This design comes from an exercise in tuning for small area on the open sky130 flow, not from production work.
RTL that was checked went through simulation tests only; none was proved equivalent to the original.

run 1:
## fma_pipeline
module fma_pipeline #(
    parameter FP = 32,
    parameter FPexp = 8,
    parameter FPfrac = 23
    )(
    input   wire                    clk,
    input   wire                    rst_n,
    input   wire                    valid_in,
    input   wire    [FP - 1 : 0]    A_in,
    input   wire    [FP - 1 : 0]    B_in,
    input   wire    [FP - 1 : 0]    C_in,
    output  wire                    valid_out,
    output  wire    [FP - 1 : 0]    F_out
    );
Size in the first run: roughly 3700 cells after synthesis, roughly 220 flip-flops, ~130 I/O pins.
Settings: LEC_CHECK=0, CAP_MARGIN=20, CORE_MARGIN=2, CORE_UTILIZATION=40, SLEW_MARGIN=20, SYNTH_HIERARCHICAL=1; clock period 10.5 ns.
standard.sh (not shown) runs the stock make flow with config.mk's settings and CLKGATE_MAP_FILE= SYNTH_SCRIPT=/design/flow/synth_recipe.tcl, a recipe that flattens the netlist after the stock synthesis.
==> flow/flow/run.sh <==
#!/bin/bash
# Own layout flow: the standard flow, except that the final technology
# mapping in synthesis uses an area-oriented ABC script (area.abc) with a delay
# target. Everything else (synthesis passes, register names, floorplan, power
# grid, placement, CTS, routing) is the standard flow.
set -uo pipefail
HERE=$(pwd)
FLOWDIR=$HERE/flow
ABC_D=$(cat $FLOWDIR/abc_delay_ps)
sed -e "s/{D}/$ABC_D/g" $FLOWDIR/area.abc > $HERE/area_d.abc

# synthesis script: the standard flow's, with yosys' abc command wrapped to use our script
cat > $HERE/my_synth.tcl <<EOT
proc abc {args} {
  set out {}
  set i 0
  while {\$i < [llength \$args]} {
    set a [lindex \$args \$i]
    if {\$a eq "-script"} {
      incr i
      lappend out -script $HERE/area_d.abc
    } elseif {\$a eq "-D"} {
      incr i
      lappend out -D $ABC_D
    } else {
      lappend out \$a
    }
    incr i
  }
  if {[lsearch -exact \$out -D] < 0} { lappend out -D $ABC_D }
  yosys abc {*}\$out
}
source $HERE/synth_recipe.tcl
EOT

sed -e "s#SYNTH_SCRIPT=[^ ]*#SYNTH_SCRIPT=$HERE/my_synth.tcl#" standard.sh > $HERE/my_standard.sh
bash $HERE/my_standard.sh synth > $HERE/synth.log 2>&1 || { echo "synthesis failed"; tail -20 $HERE/synth.log; exit 1; }
bash standard.sh > $HERE/layout.log 2>&1 || { echo "layout failed"; tail -20 $HERE/layout.log; exit 1; }
==> flow/flow/abc_delay_ps <==
9000
==> flow/flow/area.abc <==
strash
dch
map -D {D}
topo
buffer -c
upsize -c -D {D}
dnsize -c -D {D}
Here is what was changed in the inputs of run 2 compared with run 1.
--- a/flow/flow/run.sh
+++ b/flow/flow/run.sh
@@ -8,5 +8,4 @@
 FLOWDIR=$HERE/flow
 ABC_D=$(cat $FLOWDIR/abc_delay_ps)
-sed -e "s/{D}/$ABC_D/g" $FLOWDIR/area.abc > $HERE/area_d.abc
 
 # synthesis script: the standard flow's, with yosys' abc command wrapped to use our script
@@ -19,5 +18,5 @@
     if {\$a eq "-script"} {
       incr i
-      lappend out -script $HERE/area_d.abc
+      lappend out -script $FLOWDIR/area.abc
     } elseif {\$a eq "-D"} {
       incr i
==> flow/flow/abc_delay_ps <==
7000
### Flow results
- Run 2 did not run to completion, as it errored out during 1_2_yosys.
What run 3 does differently from run 2 at the input level:
Settings: an added GPL_TIMING_DRIVEN of 0.
--- a/flow/flow/run.sh
+++ b/flow/flow/run.sh
@@ -8,4 +8,5 @@
 FLOWDIR=$HERE/flow
 ABC_D=$(cat $FLOWDIR/abc_delay_ps)
+sed -e "s/{D}/$ABC_D/g" $FLOWDIR/area.abc > $HERE/area_d.abc
 
 # synthesis script: the standard flow's, with yosys' abc command wrapped to use our script
@@ -18,5 +19,5 @@
     if {\$a eq "-script"} {
       incr i
-      lappend out -script $FLOWDIR/area.abc
+      lappend out -script $HERE/area_d.abc
     } elseif {\$a eq "-D"} {
       incr i
--- outcome ---
Run 2: it failed with a tool error in 1_2_yosys, so there are no final results.
In summary, run 3 completed successfully, with a layout that passed the timing, design-rule and antenna checks.
Here is what was changed in the inputs of run 4 compared with run 3.
Settings: GPL_TIMING_DRIVEN no longer set, was 0.
[summary]
- Every stage of the flow completed for run 4, and the final layout passed the timing, design-rule and antenna checks.
- Reported for run 4 and run 3, number of nets produced by synthesis turned out identical to the last digit.
- Total CTS buffers on run 4 is down relative to run 3.
- In the reports for run 4 and run 3, the larger clock distribution area overhead in the final layout belongs to run 3.
- Routing usage on met2 | run 4 below run 3
Here is what was changed in the inputs of run 5 compared with run 4.
--- a/flow/flow/run.sh
+++ b/flow/flow/run.sh
@@ -8,5 +8,4 @@
 FLOWDIR=$HERE/flow
 ABC_D=$(cat $FLOWDIR/abc_delay_ps)
-sed -e "s/{D}/$ABC_D/g" $FLOWDIR/area.abc > $HERE/area_d.abc
 
 # synthesis script: the standard flow's, with yosys' abc command wrapped to use our script
@@ -19,5 +18,5 @@
     if {\$a eq "-script"} {
       incr i
-      lappend out -script $HERE/area_d.abc
+      lappend out -script $FLOWDIR/area.abc
     } elseif {\$a eq "-D"} {
       incr i
==> flow/flow/abc_delay_ps <==
9000
--- outcome ---
Run 5: aborted in 1_2_yosys (tool error).
No run of this note included a check of the RTL's function; only the layout flow was run.


== alpha ==
fma_pipeline, a different RTL version from the one above (not shown whole).
For scale: about 3500 cells after synthesis, roughly 220 flip-flops, ~0.028 mm² of cells after synthesis.
Settings: LEC_CHECK=0, CAP_MARGIN=20, CORE_MARGIN=2, CORE_UTILIZATION=40, SLEW_MARGIN=20, SYNTH_HIERARCHICAL=1; clock period 10.5 ns.
==> flow/flow/run.sh <==
#!/bin/bash
# Own layout flow: the standard flow, except that the final technology
# mapping in synthesis uses an area-oriented ABC script (area.abc) with a delay
# target. Everything else (synthesis passes, register names, floorplan, power
# grid, placement, CTS, routing) is the standard flow.
set -uo pipefail
HERE=$(pwd)
FLOWDIR=$HERE/flow
ABC_D=$(cat $FLOWDIR/abc_delay_ps)
sed -e "s/{D}/$ABC_D/g" $FLOWDIR/area.abc > $HERE/area_d.abc

# synthesis script: the standard flow's, with yosys' abc command wrapped to use our script
cat > $HERE/my_synth.tcl <<EOT
proc abc {args} {
  set out {}
  set i 0
  while {\$i < [llength \$args]} {
    set a [lindex \$args \$i]
    if {\$a eq "-script"} {
      incr i
      lappend out -script $HERE/area_d.abc
    } elseif {\$a eq "-D"} {
      incr i
      lappend out -D $ABC_D
    } else {
      lappend out \$a
    }
    incr i
  }
  if {[lsearch -exact \$out -D] < 0} { lappend out -D $ABC_D }
  yosys abc {*}\$out
}
source $HERE/synth_recipe.tcl
EOT

sed -e "s#SYNTH_SCRIPT=[^ ]*#SYNTH_SCRIPT=$HERE/my_synth.tcl#" standard.sh > $HERE/my_standard.sh
bash $HERE/my_standard.sh synth > $HERE/synth.log 2>&1 || { echo "synthesis failed"; tail -20 $HERE/synth.log; exit 1; }
export BUFFER_PORTS_ARGS="-buffer_cell sky130_fd_sc_hd__buf_1"
bash standard.sh > $HERE/layout.log 2>&1 || { echo "layout failed"; tail -20 $HERE/layout.log; exit 1; }
==> flow/flow/abc_delay_ps <==
7000
Scripts as last shown in full above: flow/flow/area.abc
Having completed the whole flow, alpha delivered a layout that passed the timing, design-rule and antenna checks.
Here is what was changed in the inputs of beta compared with alpha.
diff --git a/flow/flow/run.sh b/flow/flow/run.sh
--- a/flow/flow/run.sh
+++ b/flow/flow/run.sh
@@ -37,3 +37,2 @@
 bash $HERE/my_standard.sh synth > $HERE/synth.log 2>&1 || { echo "synthesis failed"; tail -20 $HERE/synth.log; exit 1; }
-export BUFFER_PORTS_ARGS="-buffer_cell sky130_fd_sc_hd__buf_1"
 bash standard.sh > $HERE/layout.log 2>&1 || { echo "layout failed"; tail -20 $HERE/layout.log; exit 1; }
==> results.txt <==
alpha and beta ended up with roughly the same detailed-route vias per instance. Taking alpha as the reference point, the sequential share of layout area of beta falls by 0.45 points.
Input-level comparison between gamma and beta:
- CTS_BUF_LIST now sky130_fd_sc_hd__clkbuf_8, previously not set
diff --git a/flow/flow/run.sh b/flow/flow/run.sh
--- a/flow/flow/run.sh
+++ b/flow/flow/run.sh
@@ -37,2 +37,3 @@
 bash $HERE/my_standard.sh synth > $HERE/synth.log 2>&1 || { echo "synthesis failed"; tail -20 $HERE/synth.log; exit 1; }
+export BUFFER_PORTS_ARGS="-buffer_cell sky130_fd_sc_hd__buf_1"
 bash standard.sh > $HERE/layout.log 2>&1 || { echo "layout failed"; tail -20 $HERE/layout.log; exit 1; }
- From beta to gamma the numbers moved as follows: total track usage held.
- Looking at beta and gamma, the maximum clock frequency is a wash.
- Worst setup timing slack at the placement stage for gamma: 0.46 ns up relative to beta
- Compared with beta, gamma shows a non-clock buffer count that is 3.3% lower.
- beta and gamma ended up with roughly the same half-perimeter wire length of the detailed placement result.
- Re post-synthesis to final-layout area growth: gamma is 3.6 points down on beta.
- Comparing gamma with beta, the wire length per cell came out essentially unchanged.
- For number of DRC markers in iteration 0, dividing the value from beta by the value from gamma gives 0.906.
Modified inputs, delta compared to gamma
- putting PLACE_DENSITY at 0.72 where nothing was set
- swapping 40 for 60 in CORE_UTILIZATION
- clearing CTS_BUF_LIST, which used to be sky130_fd_sc_hd__clkbuf_8
Findings:
- delta finished end to end and its layout was clean on timing, DRC and antenna.
- Worst hold slack was lower in delta than in gamma.
- In delta the CTS clock-pin slew for the worst setup and hold paths turned out 0.02 ns higher than in gamma.
- Of delta and gamma, the lower per-cell via count in the routed design belongs to gamma.
- Going from gamma to delta, global-route usage went up 13 points, initial antenna violation count +1, post-route worst setup slack now sits lower.
- Of the two values seen for end point of the critical path, e1[4]$_SDFF_PP0_ was produced by delta and acc_e[8]$_SDFF_PN0_ by gamma.

[separate check: timing with driven ports]
Ports are ideal in the flow. The routed layouts listed here were re-timed in OpenROAD.
Step 1: set_driving_cell puts a clkbuf_16 on clk and a buf_2 on each other input, an assumption about the parent block.
Step 2 times the ports against the registers' clock, not the clock port: input delays grow and output delays shrink by t, the midpoint of the rising clock arrivals with the driver on.
Three values: ideal, step 1, step 2; two values: the first two.
| run | shift t [ns] | slack for setup (ns) | worst setup path after step 2 | worst data-port slew with drivers (ns) | cell pins on the clock port's net |
|---|---|---|---|---|---|
| run 1 | 0.571 | 0.615 / 0.641 / 0.070 | input to register | 0.06 | 1 |
| run 3 | 0.578 | 0.389 / 0.420 / -0.158 | input to register | 0.07 | 1 |
| run 4 | 0.571 | 0.615 / 0.641 / 0.070 | input to register | 0.06 | 1 |
| alpha | 0.572 | 0.816 / 0.816 / 0.575 | input to register | 0.15 | 1 |
| beta | 0.579 | 0.819 / 0.849 / 0.270 | input to register | 0.08 | 1 |
| gamma | 0.597 | 0.818 / 0.818 / 0.582 | input to register | 0.16 | 1 |
| delta | 0.564 | 0.520 / 0.550 / -0.014 | input to register | 0.14 | 1 |
With both steps, setup timing fails in run 3 and delta, where it was met with ideal ports. The setup slack of beta, which loses most, moves by +0.030 ns with the drivers and by -0.549 ns with both steps.
